Context: an optimization exercise on an open-source flow, tuned for small area. The choices shown serve that exercise and are no tape-out recipe. Only simulation tests tie the RTL to the original design; equivalence was not proved. No driver is modelled on the clock port, so clocking that relies on it looks cheaper here than on a real chip.

--- design/flow/flow/abc_hook.tcl ---
# Run Yosys's abc pass with this flow's area-oriented ABC scripts in place of
# the one ORFS picks; every other argument (liberty, dont_use, constraints)
# stays as ORFS gives it. Only combinational logic goes through abc. The
# scripts' &deepsyn is randomised, so abc runs once per script in
# OWN_ABC_SCRIPTS and seed in OWN_ABC_SEEDS, and the result with the smallest
# cell area is kept.
proc abc {args} {
  set i [lsearch -exact $args -script]
  set lib [lindex $args [expr { [lsearch -exact $args -liberty] + 1 }]]
  yosys design -save own_pre_abc
  set best_area -1
  set n 0
  foreach template_file $::env(OWN_ABC_SCRIPTS) {
    set fh [open $template_file r]
    set template [read $fh]
    close $fh
    foreach seed $::env(OWN_ABC_SEEDS) {
      incr n
      yosys design -load own_pre_abc
      set script $::env(OWN_ABC_DIR)/abc_run_$n.script
      set fh [open $script w]
      puts -nonewline $fh [string map [list @SEED@ $seed] $template]
      close $fh
      lset args [expr { $i + 1 }] $script
      yosys abc {*}$args
      set stat $::env(OWN_ABC_DIR)/abc_run_$n.stat
      yosys tee -q -o $stat stat -liberty $lib
      set fh [open $stat r]
      set text [read $fh]
      close $fh
      regexp {Chip area for module '[^']*': ([0-9.]+)} $text -> area
      puts "own abc: [file tail $template_file] seed $seed cell area $area"
      if { $best_area < 0 || $area < $best_area } {
        set best_area $area
        yosys design -save own_best_abc
      }
    }
  }
  yosys design -load own_best_abc
  puts "own abc: kept cell area $best_area"
}
--- design/flow/flow/abc_deep.script ---
strash
&get -n
&st
&deepsyn -T 30 -S @SEED@
&dch -f
&nf -R 1000
&put
mfs3 -a
topo
--- design/flow/standard.sh ---
#!/bin/bash
# synth_recipe.tcl (not shown) runs the flow's synth.tcl, then flattens the netlist and writes it again
# the make line also repeats each setting of config.mk as NAME=value (left out here)
make -C /OpenROAD-flow-scripts/flow DESIGN_CONFIG=/design/flow/config.mk WORK_HOME=/design/flow/orfs CLKGATE_MAP_FILE= SYNTH_SCRIPT=/design/flow/synth_recipe.tcl "${@:-finish}"
--- design/flow/flow/run.sh ---
#!/bin/bash
# The standard layout (standard.sh) with these changes:
#  - synthesis is synth_recipe.tcl unchanged except that the abc pass uses
#    flow/abc_deep.script or abc_deep_p.script (area-oriented) instead of
#    ORFS's speed script, each run with ten random seeds, keeping the smallest
#    result (abc_hook.tcl), and
#    adders are left to abc instead of being mapped to half/full adder cells
#  - port buffers are buf_1 instead of clkdlybuf4s50_1
#  - clock tree synthesis adds no dummy loads and uses only clkbuf_8; after
#    it, flow/reclk.tcl replaces that tree with 4 clkbuf_8 driven by the
#    clock port, one per quarter of the registers (see reclk.tcl)
# Every tool's output is in standard.log, reclk.log, standard_finish.log and
# under orfs/logs/.
set -euo pipefail
W=$PWD
export OWN_ABC_SCRIPTS="$W/flow/abc_deep.script $W/flow/abc_deep_p.script"
export OWN_ABC_SEEDS="1 2 3 4 5 6 7 8 9 10"
mkdir -p $W/abc
export OWN_ABC_DIR=$W/abc
sed "s|^source \$::env(SCRIPTS_DIR)/synth.tcl|source $W/flow/abc_hook.tcl\nsource \$::env(SCRIPTS_DIR)/synth.tcl|" synth_recipe.tcl > own_synth.tcl
grep -q abc_hook own_synth.tcl
sed "s|/synth_recipe.tcl|/own_synth.tcl|; s|CLKGATE_MAP_FILE= |CLKGATE_MAP_FILE= ADDER_MAP_FILE= |" standard.sh > own_standard.sh
grep -q "ADDER_MAP_FILE= " own_standard.sh
grep -q own_synth.tcl own_standard.sh
export BUFFER_PORTS_ARGS="-buffer_cell sky130_fd_sc_hd__buf_1"
export CTS_ARGS="-sink_clustering_enable -repair_clock_nets -dont_use_dummy_load -root_buf sky130_fd_sc_hd__clkbuf_8 -buf_list sky130_fd_sc_hd__clkbuf_8"
bash own_standard.sh cts > standard.log 2>&1
R=orfs/results/$FLOW_PLATFORM/bopit/base
cat > reclk_run.tcl <<EOT
read_liberty $FLOW_HOME/platforms/$FLOW_PLATFORM/lib/sky130_fd_sc_hd__tt_025C_1v80.lib
read_db $R/4_1_cts.odb
read_sdc $R/4_cts.sdc
source $W/flow/reclk.tcl
write_db $R/4_1_cts.odb
EOT
RECLK_NB=4 RECLK_BUF=sky130_fd_sc_hd__clkbuf_8 RECLK_PORT=clk openroad -no_init -exit reclk_run.tcl > reclk.log 2>&1
grep -q "reclk: " reclk.log
bash own_standard.sh finish > standard_finish.log 2>&1
--- design/flow/flow/abc_deep_p.script ---
strash
&get -n
&st
&deepsyn -T 30 -S @SEED@
&dch -f
&nf -R 1000 -p
&put
mfs3 -a
topo
--- design/flow/config.mk ---
export PLATFORM = sky130hd
export DESIGN_NAME = bopit
export DESIGN_NICKNAME = bopit
export VERILOG_FILES = /design/flow/design.v
export SDC_FILE = /design/flow/constraint.sdc
export NUM_CORES = 4
export LEC_CHECK = 0
export CAP_MARGIN = 20
export CORE_MARGIN = 2
export CORE_UTILIZATION = 40
export SLEW_MARGIN = 20
--- design/flow/design.v ---
module display7(seg_number, an_number, seg, an);
    input wire [3:0] seg_number;
    input wire [1:0] an_number;
    output wire [7:0] seg;
    output wire [3:0] an;
    localparam [15:0] S0 = 16'h0012, S1 = 16'h0060, S2 = 16'h0004, S3 = 16'h0092,
                      S4 = 16'h02ba, S5 = 16'h008e, S6 = 16'h0083, S7 = 16'h03ff;
    assign seg[0] = S0[seg_number];
    assign seg[1] = S1[seg_number];
    assign seg[2] = S2[seg_number];
    assign seg[3] = S3[seg_number];
    assign seg[4] = S4[seg_number];
    assign seg[5] = S5[seg_number];
    assign seg[6] = S6[seg_number];
    assign seg[7] = S7[seg_number] & (an_number != 2'b01);
    assign an[3] = an_number != 2'd0;
    assign an[2] = an_number != 2'd1;
    assign an[1] = an_number != 2'd2;
    assign an[0] = an_number != 2'd3;
endmodule
module notes(clk, rst, speaker, signal);
    input clk;
    input rst;
    input [1:0] signal;      
    output reg speaker;
    reg [7:0] counter;
    always @(posedge clk)
    begin
        if (signal == 2'b00)
            counter <= 0;
        else if (!signal[1])
            counter <= (counter == 8'd55) ? 8'd0 : counter + 8'd1;
        else
            counter <= (counter == 8'd221) ? 8'd0 : counter + 8'd1;
        if (rst || signal == 2'b00)
            speaker <= 0;
        else if (!signal[1])
            speaker <= counter[5];
        else
            speaker <= counter[7];
    end
endmodule
module randomNumber(
    input clk,
    input rst,
    output [4:0] data
    );
    reg [4:0] z;
    assign data[0] = z[0] ^ z[1];
    assign data[1] = z[0] ^ z[1] ^ z[4];
    assign data[2] = z[0] ^ z[2];
    assign data[3] = z[1];
    assign data[4] = z[0] ^ z[1] ^ z[2] ^ z[3];
    always @(posedge clk)
        if (rst)
            z <= 5'd14;
        else
            z <= {z[3:0], z[4] ^ z[3] ^ z[1] ^ z[0]};
endmodule
module clock_1hz(clk, rst, clk_500hz, clk_1hz, scan, start);
    input clk;
    input rst;
    input clk_500hz;
    output clk_1hz;
    output reg [1:0] scan;
    output start;
    localparam [6:0] HH_START = 7'b0101010;
    localparam [6:0] HH_LAST = 7'b1101010;
    reg [6:0] hh;
    wire last = (hh == HH_LAST);
    assign start = (hh == HH_START);
    assign clk_1hz = clk_500hz & (scan == 2'd1) & last;
    always @(posedge clk)
        if (rst)
        begin
            scan <= 2'd2;
            hh <= HH_START;
        end
        else
        begin
            if (clk_500hz)
                scan <= scan + 2'd1;
            if (clk_500hz && scan == 2'd3)
                hh <= {hh[5:0], hh[6] ^ hh[0] ^ last};
        end
endmodule
module clock_500hz(clk, rst, clk_500hz);
    input clk;
    input rst;
    output clk_500hz;
    reg [3:0] lo;
    wire fb = lo[3] ? (lo[1] & ~lo[2]) : (lo[1] | lo[2] | ~lo[0]);
    assign clk_500hz = lo[1] & ~lo[2] & ~lo[3];
    always @(posedge clk)
        if (rst)
            lo <= 4'd10;
        else
            lo <= {lo[2:0], fb};
endmodule
module bopit(clk, rst, btnR, btnD, btnL, btnU, btnS, sw, seg, an, led, speaker);
    input clk;
    input rst;
    input btnR, btnS, btnD, btnU, btnL;
    input [7:0] sw;
    output [7:0] led;
    output [7:0] seg;
    output [3:0] an;
    output speaker;
    wire clk_1hz, clk_500hz;
    wire [4:0] randomBop;
    reg [1:0] signal;
    reg [3:0] seg_number;
    reg [3:0] ledCode;       
    reg [3:0] ledReg;
    reg [3:0] bopCode;
    reg [3:0] ones_seconds;
    wire timeout = ones_seconds[3] & ones_seconds[1];
    reg [3:0] ones_score;
    reg [3:0] tens_score;
    reg gameOn;
    reg roundWon;
    reg [1:0] roundDelay;
    reg [8:0] fail_count;
    localparam [8:0] FAIL_END = 9'd67;
    wire fail_done = (fail_count == FAIL_END);
    wire scan_start;
    wire [1:0] scan_c;
    wire [1:0] an_number = scan_start ? 2'd0 : scan_c;
    wire [1:0] an_index = scan_start ? 2'd0 : scan_c + 2'd1;
    notes bop_notes(.clk(clk), .rst(rst), .signal(signal), .speaker(speaker));
    randomNumber randomNum(.clk(clk), .rst(rst), .data(randomBop));
    clock_500hz clock_500(.clk(clk), .rst(rst), .clk_500hz(clk_500hz));
    clock_1hz clock_1(.clk(clk), .rst(rst), .clk_500hz(clk_500hz), .clk_1hz(clk_1hz), .scan(scan_c), .start(scan_start));
    display7 segmentDisplay(.seg_number(seg_number), .an_number(an_number), .seg(seg), .an(an));
    assign led = ledReg[3] ? 8'd0 : (8'd1 << ledReg[2:0]);
    wire [3:0] newCode = randomBop % 12;
    wire anyPress = (|sw) | btnU | btnL | btnD | btnR;
    reg correct;
    always @(*)
        case (bopCode)
            4'd8: correct = btnU;
            4'd9: correct = btnR;
            4'd10: correct = btnD;
            4'd11: correct = btnL;
            default: correct = sw[bopCode[2:0]];
        endcase
    wire tick1 = clk_1hz & gameOn;               
    wire winTick = tick1 & roundWon;
    wire endRound = winTick & (roundDelay == 2'd3);
    wire wrongPress = ~roundWon & ~correct & anyPress;
    wire ledLoad = clk_500hz & gameOn & (an_index == 2'd0);
    always @(posedge clk)
        if (rst)
            roundWon <= 0;
        else if (roundWon)
            roundWon <= ~(btnS | (tick1 & (roundDelay == 2'd3)));
        else
            roundWon <= correct;
    always @(posedge clk)
        if (rst)
            gameOn <= 1;
        else if (timeout | wrongPress)
            gameOn <= 0;
        else if (btnS)
            gameOn <= 1;
    always @(posedge clk)
        if (rst)
            roundDelay <= 0;
        else if (winTick)
            roundDelay <= roundDelay + 2'd1;
        else if (btnS)
            roundDelay <= 0;
    always @(posedge clk)
        if (rst | timeout)
            ones_seconds <= 0;
        else if (tick1)
            ones_seconds <= roundWon ? 4'd0 : ones_seconds + 4'd1;
        else if (btnS)
            ones_seconds <= 0;
    always @(posedge clk)
        if (rst)
            signal <= 0;
        else if (winTick & (roundDelay == 2'd0))
            signal <= 1;
        else if (winTick & (roundDelay == 2'd1))
            signal <= 0;
        else if (clk_500hz & ~gameOn)
            signal <= fail_done ? 2'd0 : 2'd2;
    always @(posedge clk)
        if (rst)
            fail_count <= 0;
        else if (clk_500hz & ~gameOn & ~fail_done)
            fail_count <= {fail_count[7:0], ~(fail_count[8] ^ fail_count[4])};
        else if (btnS)
            fail_count <= 0;
    always @(posedge clk)
        if (rst)
            bopCode <= 0;
        else if (btnS | endRound)
            bopCode <= newCode;
    always @(posedge clk)
        if (rst)
            ones_score <= 0;
        else if (endRound)
            ones_score <= (ones_score == 4'd9) ? 4'd0 : ones_score + 4'd1;
        else if (btnS)
            ones_score <= 0;
    always @(posedge clk)
        if (rst)
            tens_score <= 0;
        else if (endRound & (ones_score == 4'd9))
            tens_score <= tens_score + 4'd1;
        else if (btnS)
            tens_score <= 0;
    always @(posedge clk)
        if (rst)
            seg_number <= 0;
        else if (clk_500hz)
        begin
            if (gameOn)
                case (an_index)
                    2'd0: seg_number <= bopCode[3] ? 4'd8 : 4'd5;
                    2'd1: seg_number <= {1'b0, bopCode[2:0]};
                    2'd2: seg_number <= 4'd0;
                    default: seg_number <= ones_seconds;
                endcase
            else
                case (an_index)
                    2'd2: seg_number <= tens_score;
                    2'd3: seg_number <= ones_score;
                    default: seg_number <= 4'd0;
                endcase
        end
    always @(posedge clk)
        if (rst)
        begin
            ledCode <= 4'b1000;
            ledReg <= 4'b1000;
        end
        else if (ledLoad)
        begin
            ledCode <= bopCode;
            ledReg <= ledCode;
        end
endmodule
--- design/flow/constraint.sdc ---
create_clock -name core_clock -period 10.0 [get_ports {clk}]
set_input_delay 2.0000 -clock core_clock [delete_from_list [all_inputs] [get_ports {clk}]]
set_output_delay 2.0000 -clock core_clock [all_outputs]
set_load 0.01 [all_outputs]
--- design/flow/flow/reclk.tcl ---
# Replace the clock tree that CTS built (an H-tree of 9 clkbuf_8) with a
# single level: the clock port drives RECLK_NB buffers (RECLK_BUF), each
# driving the registers of one vertical strip of the core. The strips hold
# equal numbers of registers and each buffer sits at its registers' centroid,
# so every register's clock passes through exactly one equal buffer.
source $::env(FLOW_HOME)/platforms/$::env(FLOW_PLATFORM)/setRC.tcl
set nb $::env(RECLK_NB)
set block [ord::get_db_block]
set master [[ord::get_db] findMaster $::env(RECLK_BUF)]
set clk_net [$block findNet $::env(RECLK_PORT)]

set old_nets {}
foreach inst [$block getInsts] {
  if { [string match "sky130_fd_sc_hd__clkbuf_*" [[$inst getMaster] getName]] } {
    set x [[$inst findITerm X] getNet]
    if { $x != "NULL" } { lappend old_nets $x }
    foreach it [$inst getITerms] { $it disconnect }
    odb::dbInst_destroy $inst
  }
}
set sinks {}
foreach inst [$block getInsts] {
  set it [$inst findITerm CLK]
  if { $it != "NULL" } {
    lassign [$inst getLocation] x y
    lappend sinks [list $x $y $it]
  }
}
set sinks [lsort -integer -index 0 $sinks]
set n [llength $sinks]
puts "reclk: $n register clock pins, $nb buffers"
for { set g 0 } { $g < $nb } { incr g } {
  set grp [lrange $sinks [expr { $g * $n / $nb }] [expr { ($g + 1) * $n / $nb - 1 }]]
  set sx 0
  set sy 0
  foreach s $grp {
    incr sx [lindex $s 0]
    incr sy [lindex $s 1]
  }
  set b [odb::dbInst_create $block $master "clkbuf_own_$g"]
  $b setLocation [expr { $sx / [llength $grp] }] [expr { $sy / [llength $grp] }]
  $b setPlacementStatus PLACED
  set net [odb::dbNet_create $block "clknet_own_$g"]
  $net setSigType CLOCK
  [$b findITerm A] connect $clk_net
  [$b findITerm X] connect $net
  foreach s $grp {
    set it [lindex $s 2]
    $it disconnect
    $it connect $net
  }
}
foreach net $old_nets {
  if { [llength [$net getITerms]] == 0 && [llength [$net getBTerms]] == 0 } { odb::dbNet_destroy $net }
}
detailed_placement
check_placement
estimate_parasitics -placement
set_propagated_clock [all_clocks]
report_clock_skew
report_worst_slack -max
report_worst_slack -min
report_check_types -max_slew -max_capacitance -violators
==> impl_results.html <==
<table>
<tr><th>Metric</th><th>Value</th></tr>
<tr><th colspan="2">Outcome</th></tr>
<tr><td>Halt point of the flow</td><td>synthesis (1_2_yosys)</td></tr>
<tr><td>Tool error message</td><td>ERROR: ABC failed with status 6</td></tr>
<tr><td>Result of the run</td><td>aborted with a tool error</td></tr>
<tr><th colspan="2">Logic synthesis</th></tr>
<tr><td>Number of warnings printed during yosys synthesis</td><td>5</td></tr>
</table>
